From an optimization exercise on the open Yosys and OpenROAD flow, aimed at a short achievable clock period and few clock cycles; shortcuts taken in it are not production practice.
Function was checked by simulation only, so behaviour that the tests miss may differ from the original.
Power figures rest on the tool's default switching activity, not on a simulated workload.

==> flow/design.v (excerpt) <==
module mcpu(input clk, Reset,
            output wire [31:0] imem_addr,
            input  wire [31:0] imem_rdata,
            output wire [31:0] dmem_addr,
            output wire [31:0] dmem_wdata,
            output wire        dmem_we,
            output wire        dmem_re,
            input  wire [31:0] dmem_rdata);
==> flow/config.mk <==
export PLATFORM = sky130hd
export DESIGN_NAME = mcpu
export DESIGN_NICKNAME = mcpu
export VERILOG_FILES = /design/flow/design.v
export SDC_FILE = /design/flow/constraint.sdc
export NUM_CORES = 4
export LEC_CHECK = 0
export ABC_CLOCK_PERIOD_IN_PS = 2500
export CAP_MARGIN = 20
export CORE_MARGIN = 2
export CORE_UTILIZATION = 55
export PLACE_DENSITY = 0.7
export SETUP_SLACK_MARGIN = 4.4
export SLEW_MARGIN = 20
export SYNTH_HIERARCHICAL = 1
export SYNTH_MINIMUM_KEEP_SIZE = 0
==> flow/constraint.sdc <==
create_clock -name core_clock -period 7.0 [get_ports {clk}]
set_input_delay 1.4000 -clock core_clock [delete_from_list [all_inputs] [get_ports {clk}]]
set_output_delay 1.4000 -clock core_clock [all_outputs]
set_load 0.01 [all_outputs]
run.sh (not shown) runs the stock make flow with config.mk's settings and CLKGATE_MAP_FILE= SYNTH_SCRIPT=/design/flow/synth_recipe.tcl, a recipe that flattens the netlist after the stock synthesis.
The first run ran to the end with no violations.
Testbench counts at the start, summed over its fixed seeds: cycles 14,741.
==> next run, changes <==
--- a/flow/config.mk
+++ b/flow/config.mk
@@ -11,2 +11,2 @@
-export CORE_UTILIZATION = 55
-export PLACE_DENSITY = 0.7
+export CORE_UTILIZATION = 40
+export PLACE_DENSITY = 0.6
=>
- non-clock buffer count goes up by 47
- sequential power barely changes
- global-route usage goes down by 9.2 points
- core utilization goes down by 16 points
- worst setup slack is worse by 0.041 ns
- via count goes down by 1.4%
- critical path depth stays the same
- total power goes up by 2.3%
- design area goes up by 2.1%
- sequential share of layout area goes down by 0.98 points
- clock skew goes up by 0.0065 ns

---

Setup of oak:
mcpu again, from the RTL that the note above started with.
Settings: LEC_CHECK=0, ABC_CLOCK_PERIOD_IN_PS=2500, CAP_MARGIN=20, CORE_MARGIN=2, CORE_UTILIZATION=55, PLACE_DENSITY=0.7, SETUP_SLACK_MARGIN=4.6, SLEW_MARGIN=20, SYNTH_HIERARCHICAL=1, SYNTH_MINIMUM_KEEP_SIZE=0; clock period 7.0 ns.
oak finished end to end and its layout was clean on timing, DRC and antenna.
Testbench counts of oak, summed over its fixed seeds: cycles 14,741.
Modified inputs, pine compared to oak
- PLACE_DENSITY changed from 0.7 to 0.8
- SETUP_SLACK_MARGIN changed from 4.6 to 4.4
- CORE_UTILIZATION changed from 55 to 65
[summary]
pine: all stages complete, timing, DRC and antenna checks passed. Going from oak to pine, worst supply voltage drop on vdd shrinks by 37 uV. Compared with oak, pine is the less power-hungry design. pine against oak; routed length on met1 is down by a little under 10%. From pine to oak, hold path depth did not move at all. Setup slack was higher in oak than in pine. Compared with oak, pine shows global-route usage higher by 6.2 points. In the flow results for oak and pine, the placed cell count is larger on oak. Maximum frequency on pine is down relative to oak. Of oak and pine, the run reporting the higher critical path depth was pine. oak and pine ended up with nearly the same total number of multi-input combinational cells.
--- input diff pine..birch ---
- CORE_UTILIZATION: 65 -> 55
- PLACE_DENSITY: 0.8 -> 0.7
- SETUP_SLACK_MARGIN: 4.4 -> 4.8
[summary]
- Cell area after layout grows by a little under 10% when moving from pine to birch.
- birch — inverter count 1 higher, pine as reference
- Combined global-route utilization of all metal layers (birch over pine): decrease, 4.8 points
- Kind of critical path = input port to flop: pine; kind of critical path = flop to primary output: birch
- Core utilization: pine and birch compared, lower one is birch
- Fill cell total of the finished layout grows by more than a quarter when moving from pine to birch.
Inputs modified between birch and maple:
- an added CTS_CLUSTER_DIAMETER of 120
- a change of SETUP_SLACK_MARGIN from 4.8 to 4.4
- an added CTS_CLUSTER_SIZE of 20
Routed wire length per instance delta for maple relative to birch: 1.8 um lower. Synthesis-to-finish area growth: maple < birch. Measured against maple, the number of buffers added by the clock tree synthesis step of birch comes out at 1.8 times the reference value. Antenna violation net count after detailed routing: maple vs birch identical. Side by side, leakage power summed over all cells turned out lower in maple than in birch. As far as count of final setup violators goes, birch and maple are indistinguishable; the numbers are identical.

-- separate check: timing with driven ports --
In the flow no input, the clock included, has a driving cell. The finished layouts below were timed again as built, in two steps.
Step 1 assumes that a clkbuf_16 drives the clock port and a buf_2 every other input.
Step 2, shift: input delay + t, output delay - t, t = (earliest + latest rising clock arrival at the registers) / 2. This alone moves slack from input paths to output paths.
a / b / c = no drivers / after step 1 / after step 2; a / b = the first two.
| run | shift t [ns] | slack for setup (ns) | worst register clock-pin slew, ns |
|---|---|---|---|
| the first run of note 1 | 0.889 | 4.305 / 4.228 / 3.492 | 0.07 / 0.07 |
| the second run of note 1 | 0.927 | 4.264 / 4.164 / 3.429 | 0.07 / 0.07 |
| oak | 0.891 | 4.292 / 4.213 / 3.531 | 0.07 / 0.07 |
| pine | 0.881 | 4.159 / 4.177 / 3.297 | 0.07 / 0.07 |
| birch | 0.907 | 4.279 / 4.187 / 3.728 | 0.07 / 0.07 |
| maple | 0.824 | 4.302 / 4.277 / 3.498 | 0.10 / 0.10 |
After both steps every run listed still meets setup and hold. The setup slack of pine, which loses most, moves by +0.018 ns with the drivers and by -0.862 ns with both steps.
